Source: an optimization exercise on an open RTL-to-GDS flow (aim: small area). Production flows keep margins and buffers that such runs may drop.
Function was checked by simulation only, so behaviour that the tests miss may differ from the original.
No driver is modelled on the clock port, so clock power and skew are understated where the tree is cut down; a real chip needs a root buffer or a tree.
Power figures rest on the tool's default switching activity, not on a simulated workload.

==> flow/design.v (excerpt) <==
module lcd_controller(
    input rst,
    input clk,
    input rs_in,
    input [7:0] data_in,
    input strobe_in,
    input [7:0] period_clk_ns,
    output lcd_e,
    output [3:0] lcd_nibble,
    output lcd_rs,
    output lcd_rw,
    output disable_flash,
    output reg done
    );
    localparam PH_WAIT = 2'd0, PH_WR = 2'd1, PH_STB = 2'd2, PH_LD = 2'd3;
    reg [2:0] idx;
    reg [1:0] ph;
    reg [23:0] cnt;
    reg [3:0] nib;
    wire [8:0] stab = cnt[8:0];
    wire [8:0] hold = cnt[17:9];
    wire active = stab[8] | stab[7] | stab[6] | (stab[5] & (stab[4] | stab[3]));
    wire hold_done = hold[8] | (hold[7] & hold[6] & hold[5] & hold[4]);
    wire stb = (ph == PH_STB);
    wire [9:0] lo_c;
    wire [8:0] lo_sum;
    assign lo_c[0] = 1'b0;
    genvar i;
    generate
        for (i = 0; i < 8; i = i + 1) begin : lo_fa
            assign lo_sum[i] = stab[i] ^ period_clk_ns[i] ^ lo_c[i];
            assign lo_c[i+1] = (stab[i] & period_clk_ns[i]) | (lo_c[i] & (stab[i] ^ period_clk_ns[i]));
        end
    endgenerate
    assign lo_sum[8] = stab[8] ^ lo_c[8];
    assign lo_c[9] = stab[8] & lo_c[8];
    wire [7:0] hi_add = (stb & active) ? period_clk_ns : {7'd0, lo_c[9] & ~stb};
    wire [15:0] hi_c;
    wire [14:0] hi_sum;
    assign hi_c[0] = 1'b0;
    generate
        for (i = 0; i < 8; i = i + 1) begin : hi_fa
            assign hi_sum[i] = cnt[9+i] ^ hi_add[i] ^ hi_c[i];
            assign hi_c[i+1] = (cnt[9+i] & hi_add[i]) | (hi_c[i] & (cnt[9+i] ^ hi_add[i]));
        end
        for (i = 8; i < 15; i = i + 1) begin : hi_ha
            assign hi_sum[i] = cnt[9+i] ^ hi_c[i];
            assign hi_c[i+1] = cnt[9+i] & hi_c[i];
        end
    endgenerate
    wire stb_exit = active & hold_done;
    reg wait_done;
    always @* begin
        case (idx)
  ...
Size: roughly 190 cells after synthesis, roughly 34 flip-flops, about 29 I/O pins.
==> flow/config.mk <==
export PLATFORM = sky130hd
export DESIGN_NAME = lcd_controller
export DESIGN_NICKNAME = lcd_controller
export VERILOG_FILES = /design/flow/design.v
export SDC_FILE = /design/flow/constraint.sdc
export NUM_CORES = 4
export LEC_CHECK = 0
export CAP_MARGIN = 20
export CORE_MARGIN = 2
export CORE_UTILIZATION = 70
export CTS_BUF_LIST = sky130_fd_sc_hd__clkbuf_2 sky130_fd_sc_hd__clkbuf_4
export CTS_CLUSTER_DIAMETER = 100
export CTS_CLUSTER_SIZE = 40
export SLEW_MARGIN = 20
==> flow/constraint.sdc <==
create_clock -name core_clock -period 10.0 [get_ports {clk}]
set_input_delay 2.0000 -clock core_clock [delete_from_list [all_inputs] [get_ports {clk}]]
set_output_delay 2.0000 -clock core_clock [all_outputs]
set_load 0.01 [all_outputs]
standard.sh (not shown) runs the stock make flow with config.mk's settings and CLKGATE_MAP_FILE= SYNTH_SCRIPT=/design/flow/synth_recipe.tcl, a recipe that flattens the netlist after the stock synthesis.
==> flow/flow/run.sh <==
#!/bin/bash
# Standard layout, with 1x port buffers, ABC's buffers removed, an area re-map of the
# logic after floorplanning and power recovery (downsizing off the critical path).
set -euo pipefail
here=$(pwd)
export BUFFER_PORTS_ARGS="-buffer_cell sky130_fd_sc_hd__buf_1"
bash standard.sh REMOVE_ABC_BUFFERS=1 RECOVER_POWER=100 POST_FLOORPLAN_TCL=$here/flow/restructure.tcl finish > make_finish.log 2>&1
==> flow/flow/restructure.tcl <==
# Area recovery: re-map the combinational logic with ABC after floorplanning.
file mkdir $::env(LOG_DIR)/rmp
restructure -target area -liberty_file [lindex $::env(LIB_FILES) 0] \
  -tielo_port sky130_fd_sc_hd__conb_1/LO -tiehi_port sky130_fd_sc_hd__conb_1/HI \
  -work_dir $::env(LOG_DIR)/rmp -abc_logfile $::env(LOG_DIR)/rmp/abc.log
Then changed:
==> flow/flow/run.sh (replaced) <==
#!/bin/bash
# Standard layout, with 1x port buffers, ABC's buffers removed and power recovery
# (downsizing of gates off the critical path) after global routing.
set -euo pipefail
export BUFFER_PORTS_ARGS="-buffer_cell sky130_fd_sc_hd__buf_1"
bash standard.sh REMOVE_ABC_BUFFERS=1 RECOVER_POWER=100 finish > make_finish.log 2>&1
- CORE_UTILIZATION: 70 -> 40
removed: flow/flow/restructure.tcl
First-iteration DRC count fell by 2.8%.
Sequential cell count is unchanged.
Worst setup slack degrades by 1600 ps.
Routed wire length shrinks by 6.1%.
Die area came out higher by 69%.
Then changed:
==> flow/flow/run.sh (replaced) <==
#!/bin/bash
# Standard layout, with 1x port buffers, ABC's buffers removed, an area re-map of the
# logic after floorplanning and power recovery (downsizing off the critical path).
set -euo pipefail
here=$(pwd)
export BUFFER_PORTS_ARGS="-buffer_cell sky130_fd_sc_hd__buf_1"
bash standard.sh REMOVE_ABC_BUFFERS=1 RECOVER_POWER=100 POST_FLOORPLAN_TCL=$here/flow/restructure.tcl finish > make_finish.log 2>&1
==> flow/flow/restructure.tcl (new file) <==
# Area recovery: re-map the combinational logic with ABC after floorplanning.
file mkdir $::env(LOG_DIR)/rmp
restructure -target area -liberty_file [lindex $::env(LIB_FILES) 0] \
  -tielo_port sky130_fd_sc_hd__conb_1/LO -tiehi_port sky130_fd_sc_hd__conb_1/HI \
  -work_dir $::env(LOG_DIR)/rmp -abc_logfile $::env(LOG_DIR)/rmp/abc.log
Cell count went up by 23%.
Global-route usage increases by 0.53 points.
Cell area went down by about 2.4%.
Critical path depth went up by 9.
Then changed:
==> flow/flow/run.sh (replaced) <==
#!/bin/bash
# Standard layout, with 1x port buffers, ABC's buffers removed and power recovery
# (downsizing of gates off the critical path) after global routing.
set -euo pipefail
export BUFFER_PORTS_ARGS="-buffer_cell sky130_fd_sc_hd__buf_1"
bash standard.sh REMOVE_ABC_BUFFERS=1 RECOVER_POWER=100 finish > make_finish.log 2>&1
- CORE_UTILIZATION: 40 -> 70
- CTS_BUF_LIST: sky130_fd_sc_hd__clkbuf_2 sky130_fd_sc_hd__clkbuf_4 -> sky130_fd_sc_hd__clkbuf_8
- CTS_CLUSTER_DIAMETER: 100 -> 500
- CTS_CLUSTER_SIZE: 40 -> 50
removed: flow/flow/restructure.tcl
- The new run finished clean
- fmax is lower by 17%
- hold slack stays flat
- die area is lower by 41%
- non-clock buffer count does not change
- final area is higher by 2.3%
- via count is lower by 17%
- synthesized cell count does not change
Then changed:
==> flow/flow/run.sh (replaced) <==
#!/bin/bash
# Standard layout, with 1x port buffers, ABC's buffers removed, an area re-map of the
# logic after floorplanning and power recovery (downsizing off the critical path).
set -euo pipefail
here=$(pwd)
export BUFFER_PORTS_ARGS="-buffer_cell sky130_fd_sc_hd__buf_1"
bash standard.sh REMOVE_ABC_BUFFERS=1 RECOVER_POWER=100 POST_FLOORPLAN_TCL=$here/flow/restructure.tcl finish > make_finish.log 2>&1
==> flow/flow/restructure.tcl (new file) <==
# Area recovery: re-map the combinational logic with ABC after floorplanning.
file mkdir $::env(LOG_DIR)/rmp
restructure -target area -liberty_file [lindex $::env(LIB_FILES) 0] \
  -tielo_port sky130_fd_sc_hd__conb_1/LO -tiehi_port sky130_fd_sc_hd__conb_1/HI \
  -work_dir $::env(LOG_DIR)/rmp -abc_logfile $::env(LOG_DIR)/rmp/abc.log
- CORE_UTILIZATION: 70 -> 40
- CTS_BUF_LIST: sky130_fd_sc_hd__clkbuf_8 -> sky130_fd_sc_hd__clkbuf_2 sky130_fd_sc_hd__clkbuf_4 sky130_fd_sc_hd__clkbuf_8
- CTS_CLUSTER_DIAMETER: 500 -> 100
- CTS_CLUSTER_SIZE: 50 -> 40
Effect:
- synthesized area is unchanged
- design area went down slightly
- total power went up by a few percent
- hold slack loses 7.3 ps
- clock power went up by well over a third
Then changed:
==> flow/flow/run.sh (replaced) <==
#!/bin/bash
# Standard layout, with 1x port buffers, ABC's buffers removed and power recovery
# (downsizing of gates off the critical path) after global routing.
set -euo pipefail
export BUFFER_PORTS_ARGS="-buffer_cell sky130_fd_sc_hd__buf_1"
bash standard.sh REMOVE_ABC_BUFFERS=1 RECOVER_POWER=100 finish > make_finish.log 2>&1
- CTS_BUF_LIST: sky130_fd_sc_hd__clkbuf_2 sky130_fd_sc_hd__clkbuf_4 sky130_fd_sc_hd__clkbuf_8 -> not set
- CTS_CLUSTER_DIAMETER: 100 -> not set
- CTS_CLUSTER_SIZE: 40 -> not set
removed: flow/flow/restructure.tcl
Outcome: Global-route usage came out lower by 0.70 points. Routed wire length decreases by 10%. Critical path depth falls by 9. Worst setup slack gets worse by 1600 ps. Worst hold slack improves by 10 ps. Power drops by 3.9%. Core utilization rises by 1.3 points.

* * *

Another version of the RTL of lcd_controller (not shown whole).
For scale: roughly 210 cells after synthesis, ~30 flip-flops.
export LEC_CHECK = 0
export CAP_MARGIN = 20
export CORE_MARGIN = 2
export CORE_UTILIZATION = 40
export CTS_BUF_LIST = sky130_fd_sc_hd__clkbuf_2 sky130_fd_sc_hd__clkbuf_4
export CTS_CLUSTER_DIAMETER = 100
export CTS_CLUSTER_SIZE = 40
export SLEW_MARGIN = 20
create_clock -name core_clock -period 10.0 [get_ports {clk}]
==> flow/flow/run.sh <==
#!/bin/bash
# Standard layout, with 1x port buffers, ABC's buffers removed, an area re-map of the
# logic after floorplanning, CTS without dummy loads, and power recovery (downsizing
# off the critical path).
set -euo pipefail
here=$(pwd)
export BUFFER_PORTS_ARGS="-buffer_cell sky130_fd_sc_hd__buf_1"
export CTS_ARGS="-sink_clustering_enable -repair_clock_nets -dont_use_dummy_load -buf_list {sky130_fd_sc_hd__clkbuf_2 sky130_fd_sc_hd__clkbuf_4} -sink_clustering_size 40 -sink_clustering_max_diameter 100"
bash standard.sh REMOVE_ABC_BUFFERS=1 RECOVER_POWER=100 finish > make_finish.log 2>&1
==> flow/flow/filter_lib.py <==
#!/usr/bin/env python3
"""Write a copy of a Liberty file without the given don't-use cells (names or glob
patterns), for OpenROAD's restructure, which reads the Liberty file itself."""
import fnmatch, re, sys

src, dst = sys.argv[1], sys.argv[2]
pats = sys.argv[3:] + ["*lpflow*", "*probe*"]
text = open(src).read()
out = []
pos = 0
cell_re = re.compile(r'^\s*cell\s*\(\s*"?([\w]+)"?\s*\)\s*\{', re.M)
for m in cell_re.finditer(text):
    if m.start() < pos:
        continue
    name = m.group(1)
    if not any(fnmatch.fnmatch(name, p) for p in pats):
        continue
    # find the end of this cell group by brace matching
    depth = 0
    i = m.end() - 1
    while True:
        c = text[i]
        if c == '{':
            depth += 1
        elif c == '}':
            depth -= 1
            if depth == 0:
                break
        i += 1
    out.append(text[pos:m.start()])
    pos = i + 1
out.append(text[pos:])
open(dst, "w").write("".join(out))
==> flow/flow/restructure.tcl <==
# Area recovery: re-map the combinational logic with ABC after floorplanning.
# restructure reads the Liberty file itself, so give it a copy without the
# platform's don't-use cells.
set rmp_dir $::env(LOG_DIR)/rmp
file mkdir $rmp_dir
set rmp_lib $::env(OBJECTS_DIR)/rmp_allowed.lib
exec python3 [file join [file dirname [info script]] filter_lib.py] \
  [lindex $::env(LIB_FILES) 0] $rmp_lib {*}$::env(DONT_USE_CELLS) >& $rmp_dir/filter_lib.log
restructure -target area -liberty_file $rmp_lib \
  -tielo_port sky130_fd_sc_hd__conb_1/LO -tiehi_port sky130_fd_sc_hd__conb_1/HI \
  -work_dir $rmp_dir -abc_logfile $rmp_dir/abc.log
The baseline passed the timing, design-rule and antenna checks.
Then changed:
==> flow/flow/run.sh (replaced) <==
#!/bin/bash
# Standard layout, with 1x port buffers, ABC's buffers removed, an area re-map of the
# logic after floorplanning, CTS without dummy loads, and power recovery (downsizing
# off the critical path).
set -euo pipefail
here=$(pwd)
export BUFFER_PORTS_ARGS="-buffer_cell sky130_fd_sc_hd__buf_1"
export CTS_ARGS="-sink_clustering_enable -repair_clock_nets -dont_use_dummy_load -buf_list {sky130_fd_sc_hd__clkbuf_8} -root_buf sky130_fd_sc_hd__clkbuf_8 -sink_clustering_size 50 -sink_clustering_max_diameter 500"
bash standard.sh REMOVE_ABC_BUFFERS=1 RECOVER_POWER=100 POST_FLOORPLAN_TCL=$here/flow/restructure.tcl finish > make_finish.log 2>&1
Total power decreases by 23%.
Non-clock buffer count increases by 1.
Register-to-register slack gets better by 1.0 ns.
Sequential power decreases by 26%.
Utilization decreases by 2.8 points.
Final area decreases by 6.4%.

* * *

== alpha ==
lcd_controller, a different RTL version from the one above (not shown whole).
Size: roughly 210 cells after synthesis, roughly 29 flip-flops, roughly 29 I/O pins, about 2100 um^2 of cells after synthesis.
clock: 10.0 ns
lec_check: 0
cap_margin: 20
core_margin: 2
core_utilization: 40
cts_buf_list: sky130_fd_sc_hd__clkbuf_2 sky130_fd_sc_hd__clkbuf_4
cts_cluster_diameter: 100
cts_cluster_size: 40
slew_margin: 20
==> flow/flow/run.sh <==
#!/bin/bash
# Standard layout, with 1x port buffers, ABC's buffers removed, an area re-map of the
# logic after floorplanning, CTS without dummy loads, and power recovery (downsizing
# off the critical path).
set -euo pipefail
here=$(pwd)
export BUFFER_PORTS_ARGS="-buffer_cell sky130_fd_sc_hd__buf_1"
export CTS_ARGS="-sink_clustering_enable -sink_clustering_levels 1 -repair_clock_nets -dont_use_dummy_load -buf_list {sky130_fd_sc_hd__clkbuf_8} -root_buf sky130_fd_sc_hd__clkbuf_8 -sink_clustering_size 50 -sink_clustering_max_diameter 500"
bash standard.sh REMOVE_ABC_BUFFERS=1 RECOVER_POWER=100 POST_FLOORPLAN_TCL=$here/flow/restructure.tcl finish > make_finish.log 2>&1
Scripts as last shown in full above: flow/flow/filter_lib.py, flow/flow/restructure.tcl
Changes in beta relative to alpha:
==> flow/flow/run.sh <==
#!/bin/bash
# Standard layout, with 1x port buffers, ABC's buffers removed, an area re-map of the
# logic after floorplanning, CTS without dummy loads, and power recovery (downsizing
# off the critical path).
set -euo pipefail
here=$(pwd)
export BUFFER_PORTS_ARGS="-buffer_cell sky130_fd_sc_hd__buf_1"
export CTS_ARGS="-sink_clustering_enable -repair_clock_nets -dont_use_dummy_load -buf_list {sky130_fd_sc_hd__clkbuf_2 sky130_fd_sc_hd__clkbuf_4} -sink_clustering_size 40 -sink_clustering_max_diameter 100"
bash standard.sh REMOVE_ABC_BUFFERS=1 RECOVER_POWER=100 POST_FLOORPLAN_TCL=$here/flow/restructure.tcl finish > make_finish.log 2>&1
==> comparison <==
- Cmp beta vs alpha: combined global-route utilization of all metal layers lower in beta
- Data arrival time of the worst path: beta lower than alpha
- alpha → beta: worst setup timing slack at the placement stage saw little to no change, sequential share of layout area rose 0.46 points, combinational fraction of design power moved up, total power consumption of the routed design lost 4.5%.
Relative to beta, the following input files were edited for gamma:
==> flow/flow/run.sh <==
#!/bin/bash
# Standard layout, with 1x port buffers, ABC's buffers removed, an area re-map of the
# logic after floorplanning, a one-buffer clock tree, and power recovery (downsizing
# off the critical path).
set -euo pipefail
here=$(pwd)
export BUFFER_PORTS_ARGS="-buffer_cell sky130_fd_sc_hd__buf_1"
export CTS_ARGS="-sink_clustering_enable -repair_clock_nets -dont_use_dummy_load -buf_list {sky130_fd_sc_hd__clkbuf_2 sky130_fd_sc_hd__clkbuf_4} -sink_clustering_size 40 -sink_clustering_max_diameter 100"
export FLOW_CLOCK_PORT=clk
export FLOW_CLOCK_ROOT_CELL=sky130_fd_sc_hd__clkbuf_16
bash standard.sh REMOVE_ABC_BUFFERS=1 RECOVER_POWER=100 POST_FLOORPLAN_TCL=$here/flow/restructure.tcl POST_CTS_TCL=$here/flow/flatten_clock.tcl finish > make_finish.log 2>&1
==> flow/flow/flatten_clock.tcl (new file) <==
# After CTS: the design has few flip-flops, so drive them all from one clock
# buffer. The leaf buffers that CTS put under the root buffer are removed, their
# sinks moved onto the root buffer's net, and the root buffer resized.
set block [ord::get_db_block]
set clk_net [$block findNet $::env(FLOW_CLOCK_PORT)]
set roots {}
foreach it [$clk_net getITerms] {
  if {[$it isInputSignal]} { lappend roots [$it getInst] }
}
puts "flatten_clock: [llength $roots] cells on the clock port"
if {[llength $roots] == 1} {
  set root [lindex $roots 0]
  set root_out {}
  foreach it [$root getITerms] {
    if {[$it isOutputSignal]} { set root_out [$it getNet] }
  }
  set moved 0
  set removed 0
  foreach it [$root_out getITerms] {
    set inst [$it getInst]
    if {$inst == $root} { continue }
    if {![string match "*clkbuf*" [[$inst getMaster] getName]]} { continue }
    set leaf_out {}
    foreach lt [$inst getITerms] {
      if {[$lt isOutputSignal]} { set leaf_out [$lt getNet] }
    }
    if {$leaf_out == {}} { continue }
    foreach st [$leaf_out getITerms] {
      if {[$st getInst] == $inst} { continue }
      $st disconnect
      $st connect $root_out
      incr moved
    }
    foreach lt [$inst getITerms] { $lt disconnect }
    odb::dbInst_destroy $inst
    odb::dbNet_destroy $leaf_out
    incr removed
  }
  puts "flatten_clock: removed $removed leaf buffers, moved $moved sinks"
  replace_cell [$root getName] $::env(FLOW_CLOCK_ROOT_CELL)
  detailed_placement
  estimate_parasitics -placement
  report_clock_min_period
}
Results
Against beta, gamma reports a worst reg-to-reg setup slack that is higher. Per the comparison of gamma with beta, number of flip-flops and latches shows no meaningful change; overall routed net length went down. Lower final instance area goes to gamma over beta.
What delta does differently from gamma at the input level:
==> flow/flow/run.sh <==
#!/bin/bash
# Standard layout, with 1x port buffers, ABC's buffers removed, an area re-map of the
# logic after floorplanning, CTS without dummy loads, and power recovery (downsizing
# off the critical path).
set -euo pipefail
here=$(pwd)
export BUFFER_PORTS_ARGS="-buffer_cell sky130_fd_sc_hd__buf_1"
export CTS_ARGS="-repair_clock_nets -dont_use_dummy_load -buf_list {sky130_fd_sc_hd__clkbuf_8} -root_buf sky130_fd_sc_hd__clkbuf_8"
bash standard.sh REMOVE_ABC_BUFFERS=1 RECOVER_POWER=100 POST_FLOORPLAN_TCL=$here/flow/restructure.tcl finish > make_finish.log 2>&1
removed: flow/flow/flatten_clock.tcl
[summary]
- Compare delta and gamma | global-route usage over all layers lower: delta
- Going from gamma to delta, final design utilization higher, routed wire length higher, met3 track utilization from global routing higher, clock-pin slew on the worst setup and hold paths lower.
- Looking at switching power total, delta sits about 5% above gamma.
- delta: maximum resistive drop on vdd 17 uV below gamma
- delta vs gamma: maximum number of pins on one net before global-route repair down
- Of delta and gamma, it is delta that has the higher post-route total power.

re-timing with driven ports:
The flow's constraints put no driver on any port. The routed layouts listed below were extracted and timed again, unchanged, in two steps. Step 1 sets driving cells, clkbuf_16 on the clock port and buf_2 on the other inputs (assumed; they add their load-dependent delay and slew). Step 2, shift: input delay + t, output delay - t, t = (earliest + latest rising clock arrival at the registers) / 2. This alone moves slack from input paths to output paths. a / b / c = ideal ports / drivers / drivers and shift; a / b = the first two.
run	t (ns)	setup WS [ns]	hold WS [ns]	latest minus earliest clock arrival (ns)	worst register clock-pin slew, ns
the first run of note 1	0.354	2.218 / 2.220 / 1.866	0.461 / 0.461 / 0.461	0.007 / 0.007	0.10 / 0.10
the second run of note 1	0.347	0.609 / 0.612 / 0.266	0.477 / 0.477 / 0.477	0.019 / 0.019	0.12 / 0.12
the third run of note 1	0.365	2.172 / 2.173 / 1.808	0.467 / 0.467 / 0.467	0.014 / 0.014	0.12 / 0.12
the fourth run of note 1	0.315	0.535 / 0.540 / 0.226	0.468 / 0.468 / 0.468	0.005 / 0.005	0.07 / 0.07
the fifth run of note 1	0.310	2.111 / 2.114 / 1.804	0.461 / 0.461 / 0.461	0.010 / 0.010	0.08 / 0.08
the sixth run of note 1	0.302	0.555 / 0.561 / 0.259	0.471 / 0.471 / 0.471	0.012 / 0.012	0.08 / 0.08
the first run of note 2	0.353	0.941 / 0.945 / 0.592	0.547 / 0.547 / 0.547	0.034 / 0.034	0.10 / 0.10
the second run of note 2	0.299	1.863 / 1.869 / 1.570	0.498 / 0.498 / 0.498	0.008 / 0.008	0.06 / 0.06
alpha	0.301	1.951 / 1.949 / 1.647	0.489 / 0.489 / 0.489	0.009 / 0.009	0.06 / 0.06
beta	0.347	2.025 / 2.023 / 1.676	0.490 / 0.490 / 0.490	0.013 / 0.012	0.09 / 0.09
gamma	0.199	1.903 / 1.907 / 1.708	0.498 / 0.497 / 0.497	0.004 / 0.003	0.11 / 0.11
delta	0.301	1.951 / 1.949 / 1.647	0.489 / 0.489 / 0.489	0.009 / 0.009	0.06 / 0.06
After both steps setup and hold are still met in every run listed. The setup slack of the third run of note 1, which loses most, moves by +0.001 ns with the drivers and by -0.364 ns with both steps.
